This is an optimization exercise on Yosys and OpenROAD, whose aim is small area and few clock cycles, not a production implementation. Where RTL was checked, it was by simulation tests only, not by an equivalence proof against the original. The RTL of runs 2 and 3 was laid out without a check of its function. Power and IR drop assume default switching activity.

File: flow/design.v
`timescale 1ns / 1ps
module ad9958_config_register(
							  output 	   vco_gain,
							  output [4:0] clock_multiplier,
							  output [1:0] dac_fscale_ch0,
							  output [1:0] dac_fscale_ch1
);
   assign vco_gain = 1'b1;
   assign clock_multiplier = 5'd10;
   assign dac_fscale_ch0 = 2'b01;
   assign dac_fscale_ch1 = 2'b01;
endmodule
`timescale 1ns / 1ps
module four_bit_spi(
					 input 			  clock,
					 input 			  reset_n,
					 input 			  trigger,
					 input 			  four_bit,
					 output reg 	  busy,
					 input [5:0] 	  bits_to_send,
					 input [63:0] 	  data_input,
					 output 		  cs,
					 output 		  sclk,
					 output reg [3:0] sdio
);
   parameter
	 STATE_IDLE = 0,
	 STATE_SEND = 1;
   reg [1:0] 						  state;
   reg [5:0] 						  bits_cntr;
   assign cs = 1'b0;
   reg 								  sclk_r;
   assign sclk = sclk_r;
   always @(posedge clock) begin
	  if(~reset_n) begin
		 state <= STATE_IDLE;
		 busy <= 0;
		 sclk_r <= 1'b1;
		 sdio <= 4'b0;
	  end else begin
		 case(state)
		   STATE_IDLE : begin
			  sclk_r <= 1'b1;
			  if(trigger & ~busy) begin
				 busy <= 1;
				 state <= STATE_SEND;
				 sclk_r <= 1'b0;
				 if(four_bit) begin
					sdio[0] <= data_input[bits_to_send-4];
					sdio[1] <= data_input[bits_to_send-3];
					sdio[2] <= data_input[bits_to_send-2];
					sdio[3] <= data_input[bits_to_send-1];
					bits_cntr <= bits_to_send - 4;
				 end else begin
					sdio[0] <= data_input[bits_to_send-1];
					sdio[1] <= 0;
					sdio[2] <= 0;
					sdio[3] <= 0;
					bits_cntr <= bits_to_send - 1;
				 end
			  end else begin
				 busy <= 0;
			  end
		   end
		   STATE_SEND : begin
			  busy <= 1;
			  if(~sclk_r) begin
				 sclk_r <= 1'b1;
			  end else if(bits_cntr == 0) begin
				 state <= STATE_IDLE;
			  end else begin
				 sclk_r <= 1'b0;
				 if(four_bit) begin
					sdio[0] <= data_input[bits_cntr-4];
					sdio[1] <= data_input[bits_cntr-3];
					sdio[2] <= data_input[bits_cntr-2];
					sdio[3] <= data_input[bits_cntr-1];
					bits_cntr <= bits_cntr - 4;
				 end else begin
					sdio[0] <= data_input[bits_cntr-1];
					sdio[1] <= 0;
					sdio[2] <= 0;
					sdio[3] <= 0;
					bits_cntr <= bits_cntr - 1;
				 end
			  end
		   end
		   default : begin
			  state <= STATE_IDLE;
		   end
		 endcase  
	  end  
   end  
endmodule  
`timescale 1ns / 1ps
module ad9958_core(
				   input 			 clock,
				   input 			 reset_n,
				   input [32-1:0] 	 ftw_ch0,
				   input [32-1:0] 	 ftw_ch1,
				   input [10-1:0] 	 asf_ch0,
				   input [10-1:0] 	 asf_ch1,
				   input 			 vco_gain,
				   input [4:0] 		 clock_multiplier,
				   input [1:0] 		 dac_fscale_ch0,
				   input [1:0] 		 dac_fscale_ch1,
				   input 			 busy,
				   output reg 		 trigger,
				   output reg 		 four_bit,
				   output reg [5:0]  bits_to_send,
				   output reg [63:0] data_input,
				   output reg 		 master_reset,
				   output reg 		 io_update
				   );
   parameter
	 MSB_FIRST = 0,
	 LSB_FIRST = 1;
   parameter
	 ASF_EN = 13'b1000000000000;
   parameter
	 CH0_ENABLE = 8'b01000000,
	 CH1_ENABLE = 8'b10000000;
   parameter
	 IO_MODE = 3'b110;
   parameter
	 STATE_MASTER_RESET = 0,
	 STATE_IO_UPDATE = 1,
	 STATE_INSTRUCTION_WRITE = 2,
	 STATE_CSR_CONFIG = 3,
	 STATE_FR1_CONFIG = 4,
	 STATE_FR2_CONFIG = 5,
	 STATE_CFR_CONFIG = 6,
	 STATE_FTW_CONFIG = 7,
	 STATE_ASF_CONFIG = 8,
	 STATE_WAIT = 9;
   parameter
	 NONE_SELECTED = 0,
	 CH0_SELECTED = 1,
	 CH1_SELECTED = 2,
	 BOTH_SELECTED = 3;
   parameter
	 TUNE_FREQ = 0,
	 TUNE_AMPL = 1;
   reg 								 init_done;
   reg [1:0] 						 channel_select;
   reg 								 io_mode_set;
   reg [3:0] 						 state;
   reg [3:0] 						 next_state;
   reg [7:0] 						 reg_address;
   reg [1:0] 						 tune_target;
   reg [32-1:0] 					 ftw_ch0_buf;
   reg [32-1:0] 					 ftw_ch1_buf;
   reg [32-1:0] 					 asf_ch0_buf;
   reg [32-1:0] 					 asf_ch1_buf;
   always @(posedge clock) begin
	  if(reset_n && state == STATE_IO_UPDATE) begin
		 ftw_ch0_buf <= ftw_ch0;
		 ftw_ch1_buf <= ftw_ch1;
		 asf_ch0_buf <= asf_ch0;
		 asf_ch1_buf <= asf_ch1;
	  end
   end
   always @(posedge clock) begin
	  if(~reset_n) begin
		 init_done <= 0;
		 master_reset <= 0;
		 io_update <= 0;
		 trigger <= 0;
		 state <= STATE_MASTER_RESET;
		 io_mode_set <= 0;
	  end else begin
		 case(state)
		   STATE_MASTER_RESET : begin
			  four_bit <= 0;
			  master_reset <= 0;
			  state <= STATE_INSTRUCTION_WRITE;
			  next_state <= STATE_CSR_CONFIG;
			  channel_select <= BOTH_SELECTED;
			  reg_address <= 8'h00;
			  tune_target <= TUNE_FREQ;
		   end
		   STATE_IO_UPDATE : begin
			  io_update <= 1;
			  state <= STATE_WAIT;
			  next_state <= STATE_INSTRUCTION_WRITE;
			  channel_select <= CH0_SELECTED;
		   end  
		   STATE_INSTRUCTION_WRITE : begin
			  state <= STATE_WAIT;
			  master_reset <= 0;
			  trigger <= 1;
			  data_input <= reg_address | 8'h00;
			  bits_to_send <= 8;
			  if(io_mode_set) begin
				 four_bit <= 1;
			  end else begin
				 four_bit <= 0;
			  end
			  case(reg_address)
				8'h00 : begin
				   next_state <= STATE_CSR_CONFIG;
				end
				8'h01 : begin
				   next_state <= STATE_FR1_CONFIG;
				end
				8'h02 : begin
				   next_state <= STATE_FR2_CONFIG;
				end
				8'h03 : begin
				   next_state <= STATE_CFR_CONFIG;
				end
				8'h04 : begin
				   next_state <= STATE_FTW_CONFIG;
				end
				8'h06 : begin
				   next_state <= STATE_ASF_CONFIG;
				end
				default : begin
				   next_state <= STATE_INSTRUCTION_WRITE;
				end
			  endcase  
		   end  
		   STATE_CSR_CONFIG : begin
			  state <= STATE_WAIT;
			  trigger <= 1;
			  bits_to_send <= 8;
			  case (channel_select)
				CH0_SELECTED : begin
					next_state <= STATE_INSTRUCTION_WRITE;
				   data_input <= CH0_ENABLE | MSB_FIRST | IO_MODE;
				   case(tune_target)
					 TUNE_FREQ : begin
						reg_address <= 8'h04;
					 end
					 TUNE_AMPL :begin
						reg_address <= 8'h06;
					 end
				   endcase
				end
				CH1_SELECTED : begin
					next_state <= STATE_INSTRUCTION_WRITE;
				   data_input <= CH1_ENABLE | MSB_FIRST | IO_MODE;
				   case(tune_target)
					 TUNE_FREQ : begin
						reg_address <= 8'h04;
					 end
					 TUNE_AMPL :begin
						reg_address <= 8'h06;
					 end
				   endcase
				end
				BOTH_SELECTED : begin
					next_state <= STATE_IO_UPDATE;
				   io_mode_set <= 1;
					data_input <= CH0_ENABLE | CH1_ENABLE | MSB_FIRST | IO_MODE;
				   reg_address <= 8'h01;
				end
				default : begin  
				   data_input <= MSB_FIRST | IO_MODE;
				   reg_address <= 8'h01;
				end
			  endcase  
		   end  
		   STATE_FR1_CONFIG : begin
			  state <= STATE_WAIT;
			  next_state <= STATE_IO_UPDATE;
			  reg_address <= 8'h03;
			  trigger <= 1;
			  bits_to_send <= 24;
			  data_input <= (vco_gain << 23) | (clock_multiplier << 18);
		   end
		   STATE_FR2_CONFIG : begin
			  state <= STATE_WAIT;
			  next_state <= STATE_IO_UPDATE;
			  reg_address <= 8'h00;
		   end
		   STATE_CFR_CONFIG : begin
			  state <= STATE_WAIT;
			  next_state <= STATE_IO_UPDATE;
			  init_done <= 1;
			  trigger <= 1;
			  bits_to_send <= 24;
			  data_input <= (dac_fscale_ch0 << 8);
			  reg_address <= 8'h00;
		   end  
		   STATE_FTW_CONFIG : begin
			  state <= STATE_WAIT;
			  next_state <= STATE_INSTRUCTION_WRITE;
			  trigger <= 1;
			  bits_to_send <= 32;
			  case(channel_select)
				CH0_SELECTED : begin
				   channel_select <= CH1_SELECTED;
				   data_input <= ftw_ch0_buf;
				   next_state <= STATE_INSTRUCTION_WRITE;
				   tune_target <= TUNE_FREQ;
				end
				CH1_SELECTED : begin
				   channel_select <= CH0_SELECTED;
				   data_input <= ftw_ch1_buf;
				   next_state <= STATE_IO_UPDATE;
				   tune_target <= TUNE_AMPL;
				end
				default : begin
				end
			  endcase  
			  reg_address <= 8'h00;
		   end  
		   STATE_ASF_CONFIG : begin
			  state <= STATE_WAIT;
			  trigger <= 1;
			  bits_to_send <= 16;
			  case (channel_select)
				CH0_SELECTED : begin
				   channel_select <= CH1_SELECTED;
				   next_state <= STATE_INSTRUCTION_WRITE;
				   data_input <= ASF_EN | asf_ch0_buf;
				   tune_target <= TUNE_AMPL;
				end
				CH1_SELECTED : begin
				   channel_select <= CH0_SELECTED;
				   next_state <= STATE_IO_UPDATE;
				   data_input <= ASF_EN | asf_ch1_buf;
				   tune_target <= TUNE_FREQ;
				end
				default : begin
				   channel_select <= CH0_SELECTED;
				end
			  endcase  
			  reg_address <= 8'h00;
		   end  
		   STATE_WAIT : begin
			  master_reset <= 0;
			  io_update <= 0;
			  trigger <= 0;
			  if(~ (busy | trigger)) begin
				 state <= next_state;
			  end
		   end
		   default : begin
		   end
		 endcase  
	  end  
   end  
endmodule  
`timescale 1ns / 1ps
module ad9958_master(
					 input 			  clock,
					 input 			  reset_n,
					 output 		  cs,
					 output 		  sclk,
					 output [3:0] 	  sdio,
					 output 		  master_reset,
					 output 		  io_update,
					 input [32-1:0] ftw_ch0,
					 input [32-1:0] ftw_ch1,
					 input [10-1:0] asf_ch0,
					 input [10-1:0] asf_ch1
);
   wire [5:0]			bits_to_send;			 
   wire					busy;					 
   wire [4:0]			clock_multiplier;		 
   wire [1:0]			dac_fscale_ch0;			 
   wire [1:0]			dac_fscale_ch1;			 
   wire [63:0]			data_input;				 
   wire					four_bit;				 
   wire					trigger;				 
   wire					vco_gain;				 
   ad9958_core ad9958_core_inst( 
								.trigger		(trigger),
								.four_bit		(four_bit),
								.bits_to_send	(bits_to_send[5:0]),
								.data_input		(data_input[63:0]),
								.master_reset	(master_reset),
								.io_update		(io_update),
								.clock			(clock),
								.reset_n		(reset_n),
								.ftw_ch0		(ftw_ch0[32-1:0]),
								.ftw_ch1		(ftw_ch1[32-1:0]),
								.asf_ch0		(asf_ch0[10-1:0]),
								.asf_ch1		(asf_ch1[10-1:0]),
								.vco_gain		(vco_gain),
								.clock_multiplier(clock_multiplier[4:0]),
								.dac_fscale_ch0	(dac_fscale_ch0[1:0]),
								.dac_fscale_ch1	(dac_fscale_ch1[1:0]),
								.busy			(busy));
   four_bit_spi spi_master( 
						   .busy				(busy),
						   .cs					(cs),
						   .sclk				(sclk),
						   .sdio				(sdio[3:0]),
						   .clock				(clock),
						   .reset_n				(reset_n),
						   .trigger				(trigger),
						   .four_bit			(four_bit),
						   .bits_to_send		(bits_to_send[5:0]),
						   .data_input			(data_input[63:0]));
   ad9958_config_register config_register( 
										  .vco_gain				(vco_gain),
										  .clock_multiplier		(clock_multiplier[4:0]),
										  .dac_fscale_ch0		(dac_fscale_ch0[1:0]),
										  .dac_fscale_ch1		(dac_fscale_ch1[1:0]));
endmodule
File: flow/constraint.sdc
create_clock -name core_clock -period 5.0 [get_ports {clock}]
set_input_delay 1.0000 -clock core_clock [delete_from_list [all_inputs] [get_ports {clock}]]
set_output_delay 1.0000 -clock core_clock [all_outputs]
set_load 0.01 [all_outputs]
File: flow/config.mk
export PLATFORM = sky130hd
export DESIGN_NAME = ad9958_master
export DESIGN_NICKNAME = ad9958_master
export VERILOG_FILES = /design/flow/design.v
export SDC_FILE = /design/flow/constraint.sdc
export NUM_CORES = 4
export LEC_CHECK = 0
export CAP_MARGIN = 20
export CORE_MARGIN = 2
export CORE_UTILIZATION = 40
export SLEW_MARGIN = 20
File: flow/run.sh
#!/bin/bash
# synth_recipe.tcl (not shown) runs the flow's synth.tcl, then flattens the netlist and writes it again
# the make line also repeats each setting of config.mk as NAME=value (left out here)
make -C /OpenROAD-flow-scripts/flow DESIGN_CONFIG=/design/flow/config.mk WORK_HOME=/design/flow/orfs CLKGATE_MAP_FILE= SYNTH_SCRIPT=/design/flow/synth_recipe.tcl finish
==> key figures, run 1 <==
Yosys
  • Sequential cell area fraction in the yosys report: 0.552
  • Post-synthesis xor/xnor area fraction: 0.0177
  • Primary FF master, synth: edfxtp_1
  • Mean Syn Cell Area: about 12 µm²
  • Largest family of logic cells by synthesized area: multiplexers
  • Synth Area in Simple Gates: 0.112
  • Cell Area, Synth: 7900 µm²
  • Synth Area in Compound Gates: 0.121
  • Synth Register Bits: 150
  • Post-synth ARST share: 0
  • Yosys warning total: 2
  • Post-synth EDFFs: between 100 and 150
  • Netlist cell types: 70
  • Post-Synthesis Cells: approximately 650
  • Post-synthesis adder-cell area fraction: 0.0206
  • Mux cell area share after synthesis: 0.138

Power and ir drop
  • Total leakage power: around 3.3 nW
  • PD cells: between 500 and 600 nW/µm²
  • Peak supply drop: approximately 280 µV

STA
  • Slew @ Worst Pin: approximately 0.94 ns
  • Final setup skew: approximately 0.015 ns
  • Setup TNS: 0 ns
  • Fin. Hold Viols: 0
  • Final worst-path cycle share: 0.634
  • Finish-stage setup viols: 0
  • Minimum period implied by the final worst setup slack: between 3 and 4 ns
  • Rel. slew slack: 0.369
  • Fmax: ~320 MHz
  • Final Slew Violations: 0
  • RSZ-0062 raised after global routing: no

Placed design
  • Port bufs: 91
  • HPWL after DPL: 13.8 mm
  • Placed Instance Area: 9080 µm²
  • RD Place Congestion: slightly above 0.9

Global routing
  • Largest net degree at the start of global routing: 47
  • First-pass GRT wire length: around 30 mm
  • Initial antenna violation count: 0
  • Number of global-route vias before repair: ~5600
  • GRT Residual Overflow: 0
  • GRT Total Usage: 0.189

Layout
  • Post-route cell area: between 9000 and 10000 µm²
  • Share of layout cells above drive strength 1: 0.118
  • Util after Layout: 0.496
  • NumNets Final: 830
  • Ant. Diodes: 0
  • Fillers: approximately 1800
  • Most frequent cells in the layout: 136 x edfxtp_1, 91 x clkdlybuf4s50_1, 55 x nor2_1
  • Area of the multi-input gates: between 3000 and 4000 µm²
  • Reg area: roughly 4400 µm²
  • Leading cell type in the layout, fill and taps excluded: edfxtp_1
  • Layout area overhead: 21.8%

Hold path
  • Hold_sp: spi_master.sdio[1]
  • Min-delay worst type: reg -> reg

Die
  • Die W: between 100 and 150 µm
  • Starting Density: 0.407
  • Die Ht: ~140 µm
  • # IOs: 94
  • Row cnt: 51
  • Die area: approximately 21000 µm²
  • Core ar.: a little under 20000 µm²

Worst setup path
  • CP Class: reg -> reg
  • CP Cell Sequence: inv_1 > ha_1 > a21boi_1 > mux2_2 > a22oi_1 > a32oi_1 > nor3_1 > o41ai_2
  • CP required: ~5.3 ns
  • R2r startpoint: spi_master.bits_cntr[2]
  • Critical Path AT: 3.46 ns
  • Crit path largest cell delay: about 0.94 ns
  • Crit. End Element: register
  • Crit start category: register
  • CP startpoint: spi_master.bits_cntr[2]
  • Crit-path max FO: 15
  • CP max stage cell: edfxtp_1

Clock tree
  • Post-CTS Setup Bufs: 0
  • Cts bufs inserted: 17
  • CTS resizes: 0
  • Clk sinks: 150
  • Clock latency (worst-skew pair): 0.42 ns
  • CTS Buffer Depth: 2
  • CTS tree: done
  • Root Driver: clkbuf_16
  • H-tree level count: 4
  • Hold buffer count at CTS: 0
  • Clock transition at path regs: approximately 0.060 ns

Job
  • MaxCap Viol Count: 0

Detailed routing
  • Drt wl/cell: 18.7 µm
  • Initial DRC count: about 500
  • Drc violations: 0
  • Final ANT Viol Nets: 0
  • Via count: approximately 5600
  • Post-Route WL: approximately 19 mm
  • Initial DRT Pass Iterations: 5
  • Post-DR vias/cell: around 5.6

Status
  • Status: finished clean
[cell families after synthesis]
kind of cell | count (synthesis)
AO/OA/AOI/OAI | 140
adder cells (fa/ha/maj) | 13
other | 1
buffers and inverters | 67
XOR/XNOR | 13
flip-flops | 150
AND/OR/NAND/NOR | 185
multiplexers | 79
[critical path: cells and delay by family (launching register included)]
kind | cells | cell delay [ns]
compound gates | 4 | 0.84
fa+ha+maj | 1 | 0.30
buf+inv | 1 | 0.31
flops | 1 | 0.94
mux | 1 | 0.40
simple gates | 1 | 0.24
[registers in the layout, summed over array words and instances, names as in the netlist, 4 cells and up]
name / cells
ad9958_core_inst.state: 4
ad9958_core_inst.asf_ch0_buf: 10
ad9958_core_inst.ftw_ch1_buf: 32
ad9958_core_inst.next_state: 4
ad9958_core_inst.data_input: 32
ad9958_core_inst.ftw_ch0_buf: 32
ad9958_core_inst.asf_ch1_buf: 10
spi_master.sdio: 4
spi_master.bits_cntr: 6
[metal layers]
| metal | track usage | part of all wire | vias up |
|---|---|---|---|
| met1 | 0.263 | 0.45 | 2714 |
| met4 | 0.0644 | 0.018 | 0 |
| met5 | 0 | 0 | - |
| met3 | 0.0457 | 0.071 | 33 |
| met2 | 0.290 | 0.47 | 238 |
| li1 | - | - | 2630 |
[worst paths after layout]
kind / depth (start not counted) / slack (ns) / endpoint
min: 2 / 0.47 / spi_master.sdio[1]
min reg2reg: 2 / 0.47 / spi_master.sdio[1]
max reg2reg: 8 / 1.83 / spi_master.sdio[3]
max: 8 / 1.83 / spi_master.sdio[3]
[final cells by class]
class	instances	share of cell area
clock inverter	15	0.0121
clock buffer	17	0.0442
inverter	23	0.00898
multi-input combinational	432	0.338
sequential	150	0.454
tap	265	0.0345
timing repair buffer	107	0.108
[through the flow]
| stage | cells | hold WS [ns] | worst slack [ns] | power (mW) |
|---|---|---|---|---|
| floorplan | 649 | 0.450 | 1.21 | 3.12 |
| global placement | 977 | 0.460 | 1.53 | 3.64 |
| detailed placement | 977 | 0.444 | 1.41 | 3.66 |
| CTS | 1009 | 0.466 | 1.84 | 4.83 |
| global route | 1009 | 0.482 | 1.57 | 5.11 |
| finish | 1009 | 0.465 | 1.83 | 4.82 |
[cells in the mapped netlist, types with 11 or more instances]
cell type | count | area share
nor3_1 | 11 | 0.0070
mux4_2 | 18 | 0.051
nor2_1 | 55 | 0.026
o21ai_0 | 28 | 0.018
o22ai_1 | 12 | 0.0095
nor2b_1 | 11 | 0.0087
a221oi_1 | 11 | 0.012
inv_1 | 19 | 0.0090
ha_1 | 13 | 0.021
nand2_1 | 54 | 0.026
clkbuf_1 | 20 | 0.0095
edfxtp_1 | 136 | 0.52
mux2i_1 | 52 | 0.066
dfxtp_1 | 14 | 0.035
a21oi_1 | 27 | 0.017
nand3_1 | 16 | 0.010
[where the power goes]
group / internal, mW / switching, mW
registers: 1.71 / 0.231
logic: 0.715 / 0.994
clock network: 0.645 / 0.527
Testbench counts, summed over its fixed seeds: cycles 20,244.
==> inputs of run 2 (changes only) <==
==> flow/design.v (replaced) <==
`timescale 1ns / 1ps
module ad9958_master(
    input         clock,
    input         reset_n,
    output        cs,
    output        sclk,
    output [3:0]  sdio,
    output        master_reset,
    output        io_update,
    input  [31:0] ftw_ch0,
    input  [31:0] ftw_ch1,
    input  [9:0]  asf_ch0,
    input  [9:0]  asf_ch1
);
   assign cs = 1'b0;
   assign master_reset = 1'b0;
   reg        sclk_r;
   reg        iou_r;
   reg [3:0]  n;
   reg [1:0]  st;
   reg        ch;
   reg        amp;
   reg [63:0] buf_r;
   wire last     = &n;
   wire need_iou = (st != 2'd0) ? ~(st == 2'd1 & ch) : ch;
   wire to_iou   = sclk_r & ~iou_r & last & need_iou;
   wire load_amp = (st == 2'd0) & ~amp;
   always @(posedge clock) begin
      if (~reset_n) begin
         sclk_r <= 1'b1;
         iou_r  <= 1'b0;
         n      <= 4'd15;
         st     <= 2'd1;
         ch     <= 1'b1;
      end else begin
         iou_r <= to_iou;
         if (~sclk_r) begin
            sclk_r <= 1'b1;
         end else if (~to_iou) begin
            sclk_r <= 1'b0;
            if (last & (st != 2'd1 | ~ch)) begin
               case (st)
                 2'd1: begin st <= 2'd2; n <= 4'd8; end
                 2'd2: begin st <= 2'd3; n <= 4'd8; end
                 2'd3: begin st <= 2'd0; n <= 4'd2; ch <= 1'b0; amp <= 1'b0; end
                 default: begin
                    n  <= 4'd2;
                    ch <= ~ch;
                    if (ch) amp <= ~amp;
                 end
               endcase
            end else begin
               if (st == 2'd1) ch <= 1'b0;
               n <= (st == 2'd0 & amp & n == 4'd7) ? 4'd12 : n + 4'd1;
            end
         end
      end
   end
   always @(posedge clock) begin
      if (to_iou) begin
         buf_r[63:48] <= ftw_ch0[31:16];
         buf_r[31:16] <= ftw_ch1[31:16];
         if (load_amp) begin
            buf_r[47:32] <= {4'h1, 2'b00, asf_ch0};
            buf_r[15:0]  <= {4'h1, 2'b00, asf_ch1};
         end else begin
            buf_r[47:32] <= ftw_ch0[15:0];
            buf_r[15:0]  <= ftw_ch1[15:0];
         end
      end
   end
   reg [3:0] data_nib;
   always @(*) begin
      case ({ch, n[2:0]})
        4'd0:  data_nib = buf_r[63:60];
        4'd1:  data_nib = buf_r[59:56];
        4'd2:  data_nib = buf_r[55:52];
        4'd3:  data_nib = buf_r[51:48];
        4'd4:  data_nib = buf_r[47:44];
        4'd5:  data_nib = buf_r[43:40];
        4'd6:  data_nib = buf_r[39:36];
        4'd7:  data_nib = buf_r[35:32];
        4'd8:  data_nib = buf_r[31:28];
        4'd9:  data_nib = buf_r[27:24];
        4'd10: data_nib = buf_r[23:20];
        4'd11: data_nib = buf_r[19:16];
        4'd12: data_nib = buf_r[15:12];
        4'd13: data_nib = buf_r[11:8];
        4'd14: data_nib = buf_r[7:4];
        default: data_nib = buf_r[3:0];
      endcase
   end
   reg [3:0] hdr_nib;
   always @(*) begin
      case (n[2:0])
        3'd4:    hdr_nib = ch ? 4'h8 : 4'h4;
        3'd5:    hdr_nib = 4'h6;
        3'd7:    hdr_nib = amp ? 4'h6 : 4'h4;
        default: hdr_nib = 4'h0;
      endcase
   end
   reg [3:0] sdio_c;
   always @(*) begin
      case (st)
        2'd1: sdio_c = {3'b000, (n == 4'd8) | (n == 4'd9) | (n == 4'd13) | (n == 4'd14)};
        2'd2: sdio_c = (n[2:0] == 3'd1) ? 4'h1 : (n[2:0] == 3'd2) ? 4'hA :
                       (n[2:0] == 3'd3) ? 4'h8 : 4'h0;
        2'd3: sdio_c = (n[2:0] == 3'd1) ? 4'h3 : (n[2:0] == 3'd5) ? 4'h1 : 4'h0;
        default: sdio_c = n[3] ? data_nib : hdr_nib;
      endcase
   end
   assign sclk = sclk_r;
   assign sdio = sdio_c;
   assign io_update = iou_r;
endmodule
==> flow/flow/run.sh (new file) <==
#!/bin/bash
# Standard layout, with plain buf_1 cells as the port buffers.
set -euo pipefail
bash standard.sh "BUFFER_PORTS_ARGS=-buffer_cell sky130_fd_sc_hd__buf_1" finish > flow_make.log 2>&1
==> flow/standard.sh (new file) <==
#!/bin/bash
# synth_recipe.tcl (not shown) runs the flow's synth.tcl, then flattens the netlist and writes it again
# the make line also repeats each setting of config.mk as NAME=value (left out here)
make -C /OpenROAD-flow-scripts/flow DESIGN_CONFIG=/design/flow/config.mk WORK_HOME=/design/flow/orfs CLKGATE_MAP_FILE= SYNTH_SCRIPT=/design/flow/synth_recipe.tcl "${@:-finish}"
removed: flow/run.sh
==> run 2 against run 1 <==
  * Combinational power shrank about 40%
  * Register-to-register slack is essentially flat
  * Synthesized cell count shrank 58%
  * Critical path type is now reg -> out
  * Setup slack lost 0.64 ns
  * Clock skew shrank 0.0059 ns
  * Flip-flop and latch count shrank 76
  * Final cell count shrank 53%
  * Hold slack gained 0.090 ns
  * Count of clock-buffer cells in the layout shrank 8
  * Design area shrank 56%
  * Critical endpoint is now sdio[2]
  * Still clean on timing, DRC and antenna
==> key figures, run 2 <==
Status
  • Status: finished clean

Die
  • Core ar.: 8810 µm² (-55%)
  • Starting Density: 0.418 (+0.0103)
  • Die W: 99.9 µm (-31%)
  • Row cnt: 34 (-33%)
  • Die Ht: 99.9 µm (-31%)
  • Die area: 9980 µm² (-52%)
  • # IOs: 94 (unchanged)

Yosys
  • Primary FF master, synth: edfxtp_1
  • Top post-synthesis cells by area: edfxtp_1 53%, mux2_2 7.0%, dfxtp_1 4.9%, ha_1 4.1%, nor2b_1 2.2%
  • Post-Synthesis Cells: 275 (-58%)
  • Yosys warning total: 1 (-1)
  • Netlist cell types: 59 (-16%)
  • Post-synth ARST share: 0 (unchanged)
  • Largest area contributor in the netlist: edfxtp_1
  • Post-synth EDFFs: 65 (-52%)
  • Synth Register Bits: 74 (-51%)
  • Sequential cell area fraction in the yosys report: 0.580 (+0.0274)
  • Mean Syn Cell Area: 13.4 µm² (+9.7%)
  • Most frequent cell after synthesis: edfxtp_1
  • Share of the synthesized area in the top cell type: 0.531 (+0.0138)
  • Synth top cells by count: 65 x edfxtp_1, 23 x mux2_2, 20 x nand2_1
  • Cell Area, Synth: 3680 µm² (-53%)

STA
  • Fmax: 263 MHz (-17%)
  • Finish-stage setup viols: 0 (unchanged)
  • Minimum period implied by the final worst setup slack: 3.81 ns (+0.637 ns)
  • Final setup skew: 0.00887 ns (-0.00589 ns)
  • Fin. Hold Viols: 0 (unchanged)
  • Setup TNS: 0 ns (unchanged)
  • Slew @ Worst Pin: 0.870 ns (-0.0733 ns)
  • Rel. slew slack: 0.420 (+0.0509)
  • Final Slew Violations: 0 (unchanged)
  • Hold Worst Slack: 0.556 ns (+0.0903 ns)
  • RSZ-0062 raised after global routing: no
  • Worst setup margin: 1.19 ns (-0.637 ns)
  • Final worst-path cycle share: 0.761 (+0.127)

Power and ir drop
  • Switch share: 0.391 (+0.0283)
  • Internal Power: 1.55 mW (-49%)
  • Peak supply drop: 181 µV (-36%)
  • PD cells: 602 nW/µm² (+20%)
  • Combinational fraction of design power: 0.404 (+0.050)
  • Sequential power share: 0.426 (+0.023)
  • P_sw: 999 µW (-43%)
  • Total leakage power: 1.46 nW (-56%)
  • Power share of the clock group: 0.170 (-0.073)
  • Total power: 2.55 mW (-47%)

Layout
  • Reg area: 2130 µm² (-51%)
  • Ant. Diodes: 0 (unchanged)
  • Share of layout cells above drive strength 1: 0.158 (+0.0393)
  • Leading cell type in the layout, fill and taps excluded: buf_1
  • Most frequent cells in the layout: 91 x buf_1, 65 x edfxtp_1, 23 x mux2_2
  • Max FFs per register: 64
  • Util after Layout: 0.482 (-0.0143)
  • NumNets Final: 461 (-44%)
  • Fin cells: 476 (-53%)
  • Layout area overhead: 15.3%
  • Fillers: 798 (-54%)
  • Post-route cell area: 4240 µm² (-56%)
  • Biggest regs: buf_r (64), n (4), st (2)
  • Area of the multi-input gates: 1400 µm² (-57%)
  • Top reg by flops: buf_r

Clock tree
  • Cts bufs inserted: 9 (-8)
  • Hold buffer count at CTS: 0 (unchanged)
  • CTS resizes: 0 (unchanged)
  • Clock transition at path regs: 0.08 ns (+0.02 ns)
  • H-tree level count: 3 (-1)
  • Post-CTS Setup Bufs: 0 (unchanged)
  • Clock latency (worst-skew pair): 0.35 ns (-0.07 ns)
  • Root Driver: clkbuf_8
  • CTS Buffer Depth: 2 (unchanged)
  • Clk sinks: 74 (-51%)
  • CTS tree: done

Worst setup path
  • CP Class: reg -> out
  • Crit start category: register
  • Crit. End Element: primary output
  • Worst flop-to-flop path endpoint: buf_r[58]
  • R2r startpoint: n[0]
  • Crit-path max FO: 23 (+8)
  • R2r setup slk: 1.84 ns (about the same)
  • CP required: 4.00 ns (-1.29 ns)
  • Worst R2R Path Depth: 5 (-3)
  • Critical Path AT: 2.81 ns (-0.65 ns)

Global routing
  • GRT Residual Overflow: 0 (unchanged)
  • Number of global-route vias before repair: 2544 (-54%)
  • Largest net degree at the start of global routing: 43 (-8.5%)
  • Initial antenna violation count: 0 (unchanged)
  • GRT Total Usage: 0.161 (-0.0275)
  • First-pass GRT wire length: 12.5 mm (-58%)

Placed design
  • Placed Instance Area: 4060 µm² (-55%)
  • DP Cell Count: 460 (-53%)
  • Pre-CTS worst setup slack: 1.60 ns (+0.191 ns)
  • Port bufs: 91 (unchanged)
  • HPWL after DPL: 5.45 mm (-60%)
  • RD Place Congestion: 0.825 (-11%)

Detailed routing
  • Initial DRC count: 183 (-63%)
  • Final ANT Viol Nets: 0 (unchanged)
  • Drc violations: 0 (unchanged)
  • Drt wl/cell: 16.1 µm (-14%)
  • Initial DRT Pass Iterations: 4 (-1)
  • Post-DR vias/cell: 5.29 (-4.9%)
  • Via count: 2518 (-55%)
  • Post-Route WL: 7.67 mm (-59%)

Hold path
  • End of the worst hold path: iou_r
  • Min-delay worst type: reg -> reg
  • Hold Path Depth: 1 (-1)
  • Hold_sp: sclk_r

Job
  • MaxCap Viol Count: 0 (unchanged)
-- run 2: worst max path at each step --
stage               from        to
global route        n[0]   sdio[3]
CTS                 n[0]   sdio[2]
floorplan           n[0]  buf_r[0]
global placement    n[0]   sdio[2]
finish              n[0]   sdio[2]
detailed placement  n[0]   sdio[2]
-- run 2: layout make-up --
cell class,instances,area share
multi-input combinational,177,0.330
clock inverter,7,0.0139
tap,108,0.0319
timing repair buffer,94,0.0859
inverter,7,0.00620
sequential,74,0.503
clock buffer,9,0.0292
-- run 2: critical path: stages (launching register included) --
cell and delay (ns):
dfxtp_1 0.48, ha_1 0.78, a22o_1 0.25, a221oi_2 0.04, mux4_2 0.51, o2bb2ai_1 0.20
buf_1 0.18
-- run 2: power groups by stage --
stage          Sequential, mW  Combinational, mW  Clock (mW)
2_1_floorplan            1.04              0.863           0
3_3_place_gp             1.10               1.01           0
3_5_place_dp             1.10               1.03           0
4_1_cts                  1.09               1.04       0.443
5_1_grt                  1.11               1.15       0.468
6_report                 1.09               1.03       0.434
-- run 2: kinds of logic after synthesis --
logic type	Yosys count	share of synthesized area
flops	74	0.580
compound gates	69	0.151
buf+inv	25	0.0415
simple gates	66	0.0966
fa+ha+maj	12	0.0408
mux	28	0.0888
other cells	1	0.00102
-- run 2: per-layer routing --
metal	routed length, µm	part of all wire	vias to the layer above	track usage
li1	-	-	1233	-
met1	3450	0.45	1178	0.226
met2	3600	0.47	96	0.245
met3	509	0.066	11	0.0390
met4	110	0.014	0	0.0590
met5	0	0	-	0
==> inputs of run 3 (changes only) <==
==> flow/flow/run.sh (replaced) <==
#!/bin/bash
# Standard layout, with plain buf_1 cells as the port buffers and no dummy clock loads.
set -euo pipefail
bash standard.sh "BUFFER_PORTS_ARGS=-buffer_cell sky130_fd_sc_hd__buf_1" \
  "CTS_ARGS=-sink_clustering_enable -repair_clock_nets -dont_use_dummy_load" \
  finish > flow_make.log 2>&1
==> run 3 against run 2 <==
  * Still clean
  * Sequential share of layout area grew 0.71 points
  * Global-route usage shrank 0.16 points
  * Sequential power hardly changed
  * Power shrank 3.6%
  * Critical path type unchanged
  * Clock skew increased by 0.015 ns
  * Count of clock-buffer cells in the layout did not move
  * Utilization is 0.67 points lower
  * Highest routed layer unchanged
  * Largest cell class unchanged
  * Flip-flop and latch count did not move
  * Combinational power barely moved
  * Die area unchanged
  * Non-clock buffer count unchanged
==> key figures, run 3 <==
Status
  • Status: finished clean

Yosys
  • Post-Synthesis Cells: 275 (unchanged)
  • Synth top cells by count: 65 x edfxtp_1, 23 x mux2_2, 20 x nand2_1
  • Sequential cell area fraction in the yosys report: 0.580 (unchanged)
  • Share of the synthesized area in the top cell type: 0.531 (unchanged)
  • Post-synth ARST share: 0 (unchanged)
  • Netlist cell types: 59 (unchanged)
  • Post-synth EDFFs: 65 (unchanged)
  • Most frequent cell after synthesis: edfxtp_1
  • Top post-synthesis cells by area: edfxtp_1 53%, mux2_2 7.0%, dfxtp_1 4.9%, ha_1 4.1%, nor2b_1 2.2%
  • Yosys warning total: 1 (unchanged)
  • Primary FF master, synth: edfxtp_1
  • Largest area contributor in the netlist: edfxtp_1
  • Cell Area, Synth: 3680 µm² (unchanged)
  • Mean Syn Cell Area: 13.4 µm² (unchanged)
  • Synth Register Bits: 74 (unchanged)

Worst setup path
  • R2r setup slk: 1.86 ns (+0.02 ns)
  • Worst R2R Path Depth: 5 (unchanged)
  • R2r startpoint: n[0]
  • Crit path largest cell delay: 0.78 ns (about the same)
  • Critical Path AT: 2.76 ns (-0.05 ns)
  • Crit. End Element: primary output
  • CP Class: reg -> out
  • Crit start category: register
  • CP Cell Sequence: ha_1 > a22o_1 > a221oi_2 > mux4_2 > o2bb2ai_1 > buf_1
  • CP max stage cell: ha_1
  • Crit-path max FO: 23 (unchanged)
  • Worst flop-to-flop path endpoint: buf_r[58]
  • CP required: 4.00 ns (about the same)

Detailed routing
  • Final ANT Viol Nets: 0 (unchanged)
  • Via count: 2457 (-2.4%)
  • Initial DRC count: 160 (-13%)
  • Drc violations: 0 (unchanged)
  • Post-DR vias/cell: 5.24 (-0.97%)
  • Post-Route WL: 7.59 mm (-1.0%)
  • Drt wl/cell: 16.2 µm (+0.43%)
  • Initial DRT Pass Iterations: 4 (unchanged)

Global routing
  • Number of global-route vias before repair: 2533 (-0.43%)
  • Largest net degree at the start of global routing: 43 (unchanged)
  • Initial antenna violation count: 0 (unchanged)
  • First-pass GRT wire length: 12.3 mm (-1.2%)
  • GRT Total Usage: 0.160 (-0.00162)
  • GRT Residual Overflow: 0 (unchanged)

Layout
  • Ant. Diodes: 0 (unchanged)
  • Biggest regs: buf_r (64), n (4), st (2)
  • Max FFs per register: 64 (unchanged)
  • Post-route cell area: 4180 µm² (-1.4%)
  • Leading cell type in the layout, fill and taps excluded: buf_1
  • Fillers: 802 (+0.50%)
  • Top reg by flops: buf_r
  • Most frequent cells in the layout: 91 x buf_1, 65 x edfxtp_1, 23 x mux2_2
  • NumNets Final: 461 (unchanged)
  • Layout area overhead: 13.7%
  • Util after Layout: 0.475 (-0.00668)
  • Fin cells: 469 (-1.5%)
  • Share of layout cells above drive strength 1: 0.141 (-0.0163)

STA
  • Fin. Hold Viols: 0 (unchanged)
  • Final setup skew: 0.0240 ns (+0.0151 ns)
  • RSZ-0062 raised after global routing: no
  • Final worst-path cycle share: 0.753 (-0.00814)
  • Setup TNS: 0 ns (unchanged)
  • Minimum period implied by the final worst setup slack: 3.76 ns (-0.0407 ns)
  • Final Slew Violations: 0 (unchanged)
  • Hold Worst Slack: 0.552 ns (-0.00319 ns)
  • Rel. slew slack: 0.422 (+0.00167)
  • Slew @ Worst Pin: 0.867 ns (-0.00251 ns)
  • Fmax: 266 MHz (+1.1%)
  • Worst setup margin: 1.24 ns (+0.0407 ns)
  • Finish-stage setup viols: 0 (unchanged)

Power and ir drop
  • Sequential power share: 0.442 (+0.016)
  • P_sw: 935 µW (-6.4%)
  • Switch share: 0.380 (-0.0114)
  • Peak supply drop: 180 µV (-0.50%)
  • Total power: 2.46 mW (-3.6%)
  • Internal Power: 1.53 mW (-1.8%)
  • PD cells: 588 nW/µm² (-2.2%)
  • Total leakage power: 1.43 nW (-1.9%)
  • Power share of the clock group: 0.140 (-0.030)
  • Combinational fraction of design power: 0.418 (+0.014)

Placed design
  • RD Place Congestion: 0.825 (unchanged)
  • Pre-CTS worst setup slack: 1.60 ns (unchanged)
  • DP Cell Count: 460 (unchanged)
  • Port bufs: 91 (unchanged)
  • HPWL after DPL: 5.45 mm (unchanged)
  • Placed Instance Area: 4060 µm² (unchanged)

Die
  • Starting Density: 0.418 (unchanged)
  • # IOs: 94 (unchanged)
  • Die area: 9980 µm² (unchanged)
  • Die W: 99.9 µm (unchanged)
  • Die Ht: 99.9 µm (unchanged)
  • Core ar.: 8810 µm² (unchanged)
  • Row cnt: 34 (unchanged)

Hold path
  • Hold Path Depth: 1 (unchanged)
  • End of the worst hold path: iou_r
  • Hold_sp: sclk_r
  • Min-delay worst type: reg -> reg

Clock tree
  • Clock transition at path regs: 0.06 ns (-0.02 ns)
  • Root Driver: clkbuf_8
  • Clk sinks: 74 (unchanged)
  • CTS Buffer Depth: 2 (unchanged)
  • Clock latency (worst-skew pair): 0.35 ns (about the same)
  • H-tree level count: 3 (unchanged)
  • CTS resizes: 0 (unchanged)
  • CTS tree: done
  • Post-CTS Setup Bufs: 0 (unchanged)
  • Cts bufs inserted: 9 (unchanged)
  • Hold buffer count at CTS: 0 (unchanged)

Job
  • MaxCap Viol Count: 0 (unchanged)
==> run 3: how the worst max path moves through the flow <==
stage | startpoint | end | slack (ns) | cells after the start
after floorplan | n[0] | buf_r[0] | 1.85 | 4
after global placement | n[0] | sdio[2] | 1.70 | 6
after detailed placement | n[0] | sdio[2] | 1.60 | 6
after CTS | n[0] | sdio[2] | 1.22 | 6
after global routing | n[0] | sdio[3] | 1.07 | 6
final | n[0] | sdio[2] | 1.24 | 6
==> run 3: layout make-up <==
| cell class | count | area, µm² | area share |
|---|---|---|---|
| Clock buffer | 9 | 124 | 0.0296 |
| Multi-Input combinational cell | 177 | 1400 | 0.335 |
| Sequential cell | 74 | 2130 | 0.510 |
| Inverter | 7 | 26.3 | 0.00628 |
| Tap cell | 108 | 135 | 0.0323 |
| Timing Repair Buffer | 94 | 364 | 0.0871 |
==> run 3: power groups by stage <==
stage | clock [mW] | sequential [mW] | combinational (mW)
5_1_grt | 0.378 | 1.11 | 1.15
3_3_place_gp | 0 | 1.10 | 1.01
2_1_floorplan | 0 | 1.04 | 0.863
3_5_place_dp | 0 | 1.10 | 1.03
6_report | 0.345 | 1.09 | 1.03
4_1_cts | 0.355 | 1.09 | 1.04
==> run 3: worst max-delay path, delay by kind of cell, from the launching register on <==
kind                     cells  cell delay [ns]
flip-flops                   1             0.47
AO/OA/AOI/OAI                3             0.49
multiplexers                 1             0.51
buffers and inverters        1             0.18
adder cells (fa/ha/maj)      1             0.78
==> run 3: logic make-up (layout without fill, tap and decap cells) <==
logic type      count (synthesis)  after routing  share of synthesized area
compound gates                 69             69                      0.151
fa+ha+maj                      12             12                     0.0408
buf+inv                        25            110                     0.0415
flops                          74             74                      0.580
mux                            28             28                     0.0888
other cells                     1              2                    0.00102
simple gates                   66             66                     0.0966
==> run 3: metal layers <==
| layer | up-vias | track usage | share of wire |
|---|---|---|---|
| met4 | 0 | 0.0558 | 0.010 |
| met1 | 1154 | 0.224 | 0.47 |
| met3 | 8 | 0.0432 | 0.047 |
| li1 | 1227 | - | - |
| met2 | 68 | 0.241 | 0.47 |
| met5 | - | 0 | 0 |
==> inputs of run 4 (changes only) <==
--- a/flow/design.v
+++ b/flow/design.v
@@ -69,27 +69,8 @@
          end
       end
    end
-   reg [3:0] data_nib;
-   always @(*) begin
-      case ({ch, n[2:0]})
-        4'd0:  data_nib = buf_r[63:60];
-        4'd1:  data_nib = buf_r[59:56];
-        4'd2:  data_nib = buf_r[55:52];
-        4'd3:  data_nib = buf_r[51:48];
-        4'd4:  data_nib = buf_r[47:44];
-        4'd5:  data_nib = buf_r[43:40];
-        4'd6:  data_nib = buf_r[39:36];
-        4'd7:  data_nib = buf_r[35:32];
-        4'd8:  data_nib = buf_r[31:28];
-        4'd9:  data_nib = buf_r[27:24];
-        4'd10: data_nib = buf_r[23:20];
-        4'd11: data_nib = buf_r[19:16];
-        4'd12: data_nib = buf_r[15:12];
-        4'd13: data_nib = buf_r[11:8];
-        4'd14: data_nib = buf_r[7:4];
-        default: data_nib = buf_r[3:0];
-      endcase
-   end
+   wire [3:0] slot = {ch, n[2:0]};
+   wire [3:0] data_nib = buf_r[{~slot, 2'b00} +: 4];
    reg [3:0] hdr_nib;
    always @(*) begin
       case (n[2:0])
==> flow/run.sh (new file) <==
#!/bin/bash
# synth_recipe.tcl (not shown) runs the flow's synth.tcl, then flattens the netlist and writes it again
# the make line also repeats each setting of config.mk as NAME=value (left out here)
make -C /OpenROAD-flow-scripts/flow DESIGN_CONFIG=/design/flow/config.mk WORK_HOME=/design/flow/orfs CLKGATE_MAP_FILE= SYNTH_SCRIPT=/design/flow/synth_recipe.tcl finish
removed: flow/flow/run.sh
removed: flow/standard.sh
==> run 4 against run 3 <==
  * Clock skew is 0.013 ns lower
  * Routed wire length is 2.5% lower
  * Still clean on timing, DRC and antenna
  * Global-route usage is 0.51 points higher
  * Register-to-register slack better by 0.54 ns
  * First-iteration DRC count is 43% lower
  * Utilization is 7.6 points higher
==> key figures, run 4 <==
Status
  • Status: finished clean

Clock tree
  • Cts bufs inserted: 9 (unchanged)
  • Root Driver: clkbuf_8
  • Clk sinks: 74 (unchanged)
  • CTS tree: done
  • CTS resizes: 0 (unchanged)
  • Post-CTS Setup Bufs: 0 (unchanged)
  • H-tree level count: 3 (unchanged)
  • Hold buffer count at CTS: 0 (unchanged)
  • Clock latency (worst-skew pair): 0.34 ns (about the same)
  • Clock transition at path regs: 0.07 ns (about the same)
  • CTS Buffer Depth: 2 (unchanged)

Power and ir drop
  • Sequential power share: 0.425 (-0.017)
  • PD cells: 482 nW/µm² (-18%)
  • Switch share: 0.334 (-0.0456)
  • Total leakage power: 1.74 nW (+22%)
  • Total power: 2.34 mW (-4.9%)
  • Power share of the clock group: 0.186 (+0.046)
  • Internal Power: 1.56 mW (+2.1%)
  • Combinational fraction of design power: 0.389 (-0.029)
  • P_sw: 783 µW (-16%)
  • Peak supply drop: 188 µV (+4.0%)

Yosys
  • Cell Area, Synth: 3660 µm² (-0.48%)
  • Mean Syn Cell Area: 14.5 µm² (+8.6%)
  • Primary FF master, synth: edfxtp_1
  • Top post-synthesis cells by area: edfxtp_1 53%, mux4_2 6.8%, mux2_2 6.2%, dfxtp_1 4.9%, ha_1 4.1%
  • Netlist cell types: 46 (-22%)
  • Largest family of logic cells by synthesized area: multiplexers
  • Synth Area in Compound Gates: 0.0735 (-0.0779)
  • Synth top cells by count: 65 x edfxtp_1, 20 x mux2_2, 20 x nand2_1
  • Post-synth ARST share: 0 (unchanged)
  • Post-synth EDFFs: 65 (unchanged)
  • Synth Area in Simple Gates: 0.0865 (-0.0101)
  • Post-synthesis xor/xnor area fraction: 0.00239 (+0.00239)
  • Most frequent cell after synthesis: edfxtp_1
  • Post-Synthesis Cells: 252 (-8.4%)
  • Post-synthesis adder-cell area fraction: 0.0410 (+0.000195)
  • Largest area contributor in the netlist: edfxtp_1
  • Share of the synthesized area in the top cell type: 0.533 (+0.00254)
  • Sequential cell area fraction in the yosys report: 0.583 (+0.00278)
  • Mux cell area share after synthesis: 0.175 (+0.0859)
  • Synth Register Bits: 74 (unchanged)
  • Yosys warning total: 1 (unchanged)

Die
  • Die area: 9930 µm² (-0.46%)
  • Die Ht: 99.7 µm (-0.23%)
  • Starting Density: 0.416 (-0.00199)
  • Row cnt: 34 (unchanged)
  • Die W: 99.7 µm (-0.23%)
  • Core ar.: 8810 µm² (unchanged)
  • # IOs: 94 (unchanged)

Placed design
  • Pre-CTS worst setup slack: 1.47 ns (-0.127 ns)
  • RD Place Congestion: 0.857 (+3.9%)
  • Port bufs: 91 (unchanged)
  • HPWL after DPL: 5.40 mm (-0.87%)

Layout
  • NumNets Final: 445 (-3.5%)
  • Max FFs per register: 64 (unchanged)
  • Leading cell type in the layout, fill and taps excluded: clkdlybuf4s50_1
  • Top reg by flops: buf_r
  • Most frequent cells in the layout: 91 x clkdlybuf4s50_1, 65 x edfxtp_1, 20 x nand2_1, 20 x mux2_2, 16 x nor2b_1
  • Layout area overhead: 32.6%
  • Share of layout cells above drive strength 1: 0.162 (+0.0211)
  • Ant. Diodes: 0 (unchanged)
  • Biggest regs: buf_r (64), n (4), st (2)
  • Fillers: 741 (-7.6%)

STA
  • Fin. Hold Viols: 0 (unchanged)
  • RSZ-0062 raised after global routing: no
  • Setup TNS: 0 ns (unchanged)
  • Final Slew Violations: 0 (unchanged)
  • Fmax: 258 MHz (-2.8%)
  • Final worst-path cycle share: 0.774 (+0.0215)
  • Minimum period implied by the final worst setup slack: 3.87 ns (+0.107 ns)
  • Finish-stage setup viols: 0 (unchanged)
  • Worst setup margin: 1.13 ns (-0.107 ns)
  • Slew @ Worst Pin: 0.788 ns (-0.0794 ns)
  • Final setup skew: 0.0107 ns (-0.0133 ns)
  • Rel. slew slack: 0.475 (+0.0530)

Worst setup path
  • Crit start category: register
  • CP Class: reg -> out
  • CP max stage cell: clkdlybuf4s50_1
  • CP Cell Sequence: buf_4 > clkinv_1 > ha_1 > mux2_1 > o21ai_0 > a21oi_1 > or3_1 > clkdlybuf4s50_1
  • Critical Path AT: 2.87 ns (+0.11 ns)
  • R2r setup slk: 2.40 ns (+0.54 ns)
  • Crit-path max FO: 16 (-30%)
  • WP buf/inv: 3 (+2)
  • Top Family by Delay on Critical Path: buffers and inverters
  • Crit path largest cell delay: 0.50 ns (-0.28 ns)
  • Crit. End Element: primary output
  • CP required: 4.00 ns (about the same)

Detailed routing
  • Post-Route M1 WL: 3.34 mm (-6.9%)
  • Initial DRC count: 92 (-43%)
  • Via count: 2382 (-3.1%)
  • Final ANT Viol Nets: 0 (unchanged)
  • Drc violations: 0 (unchanged)
  • Post-DR vias/cell: 5.19 (-0.94%)
  • Post-Route WL: 7.39 mm (-2.5%)
  • Met2 Wirelength: 3.59 mm (+0.73%)
  • Drt wl/cell: 16.1 µm (-0.42%)
  • Met3 wire len: 359 µm (+0.84%)
  • Top layer in use: met4
  • Initial DRT Pass Iterations: 4 (unchanged)

Global routing
  • GRT Total Usage: 0.165 (+0.00505)
  • Initial antenna violation count: 0 (unchanged)
  • GRT Residual Overflow: 0 (unchanged)
  • Largest net degree at the start of global routing: 65 (+51%)
  • First-pass GRT wire length: 12.5 mm (+1.1%)
  • Number of global-route vias before repair: 2511 (-0.87%)

Job
  • MaxCap Viol Count: 0 (unchanged)

Hold path
  • Min-delay worst type: reg -> reg
run 4: cell types whose count changed after synthesis, sizes merged, moves of 4 or more:
cell / previous run / this run
a211oi: 5 / 1
a221oi: 6 / 1
a22o: 4 / 0
a22oi: 4 / 0
a31oi: 7 / 0
inv: 7 / 13
mux4: 1 / 15
nor2: 7 / 2
nor2b: 13 / 17
run 4: power groups by stage:
stage | Sequential (mW) | Clock, mW | Combinational (mW)
finish | 0.995 | 0.435 | 0.909
global route | 1.02 | 0.479 | 1.02
CTS | 0.998 | 0.452 | 0.919
detailed placement | 1.01 | 0 | 0.915
global placement | 1.01 | 0 | 0.910
floorplan | 0.971 | 0 | 0.672
run 4: metal layers:
| metal | vias up | global-route usage |
|---|---|---|
| met5 | - | 0 |
| met4 | 0 | 0.0643 |
| met3 | 7 | 0.0408 |
| met2 | 65 | 0.266 |
| met1 | 1157 | 0.216 |
| li1 | 1153 | - |
run 4: kinds of logic (layout without fill, tap and decap cells):
logic type | Yosys count | in the layout
AO/OA/AOI/OAI | 37 | 37
XOR/XNOR | 1 | 1
adder cells (fa/ha/maj) | 12 | 12
buffers and inverters | 27 | 125
flip-flops | 74 | 74
multiplexers | 41 | 41
other | 1 | 2
AND/OR/NAND/NOR | 59 | 59
run 4: layout make-up:
class | count | area (µm²) | area share
clock buffers | 10 | 128 | 0.0263
multi-input cells | 152 | 1400 | 0.289
inverters | 14 | 52.6 | 0.0108
flip-flops and latches | 74 | 2130 | 0.439
well taps | 108 | 135 | 0.0278
repair buffers | 96 | 948 | 0.195
clock inverters | 5 | 56.3 | 0.0116
run 4: path summary, 6_finish.rpt:
check,startpoint,endpoint,cells after the start
setup / recovery,n[0],sdio[0],8
hold / removal,amp,amp,1
setup reg to reg,st[1],buf_r[46],6
hold reg to reg,amp,amp,1
run 4: worst reg2reg max path: cells and delay by family, from the launching register on:
kind / cells / cell delay [ns]
and+or+nand+nor: 3 / 0.79
adders and majority gates: 1 / 0.28
DFF: 1 / 0.39
buffers and inverters: 2 / 0.71
run 4: stage by stage:
step,util,hold WS (ns),cells,instance area (µm²)
after floorplan,-,0.558,253,3660
after global placement,0.530,0.603,444,4670
after detailed placement,0.530,0.626,444,4670
after CTS,0.551,0.652,459,4850
after global routing,0.551,0.687,459,4850
final,0.551,0.651,459,4850
Testbench counts of run 4, summed over its fixed seeds: cycles 12,162.

[what the ideal ports hide]
Ports are ideal in the flow. The routed layouts listed here were re-timed in OpenROAD.
Step 1 assumes that a clkbuf_16 drives the clock port and a buf_2 every other input.
Step 2, shift: input delay + t, output delay - t, t = (earliest + latest rising clock arrival at the registers) / 2. This alone moves slack from input paths to output paths.
a / b / c = no drivers / after step 1 / after step 2; a / b = the first two.
run	t, ns	slack for setup (ns)	latest minus earliest clock arrival (ns)	worst register clock-pin slew, ns
run 1	0.454	1.831 / 1.831 / 1.406	0.015 / 0.015	0.07 / 0.07
run 2	0.384	1.195 / 1.163 / 1.547	0.015 / 0.014	0.09 / 0.09
run 3	0.368	1.235 / 1.203 / 1.572	0.031 / 0.031	0.09 / 0.09
run 4	0.364	1.128 / 1.097 / 1.461	0.011 / 0.011	0.08 / 0.08
After both steps every run listed still meets setup and hold. The setup slack of run 1, which loses most, moves by 0.000 ns with the drivers and by -0.425 ns with both steps.
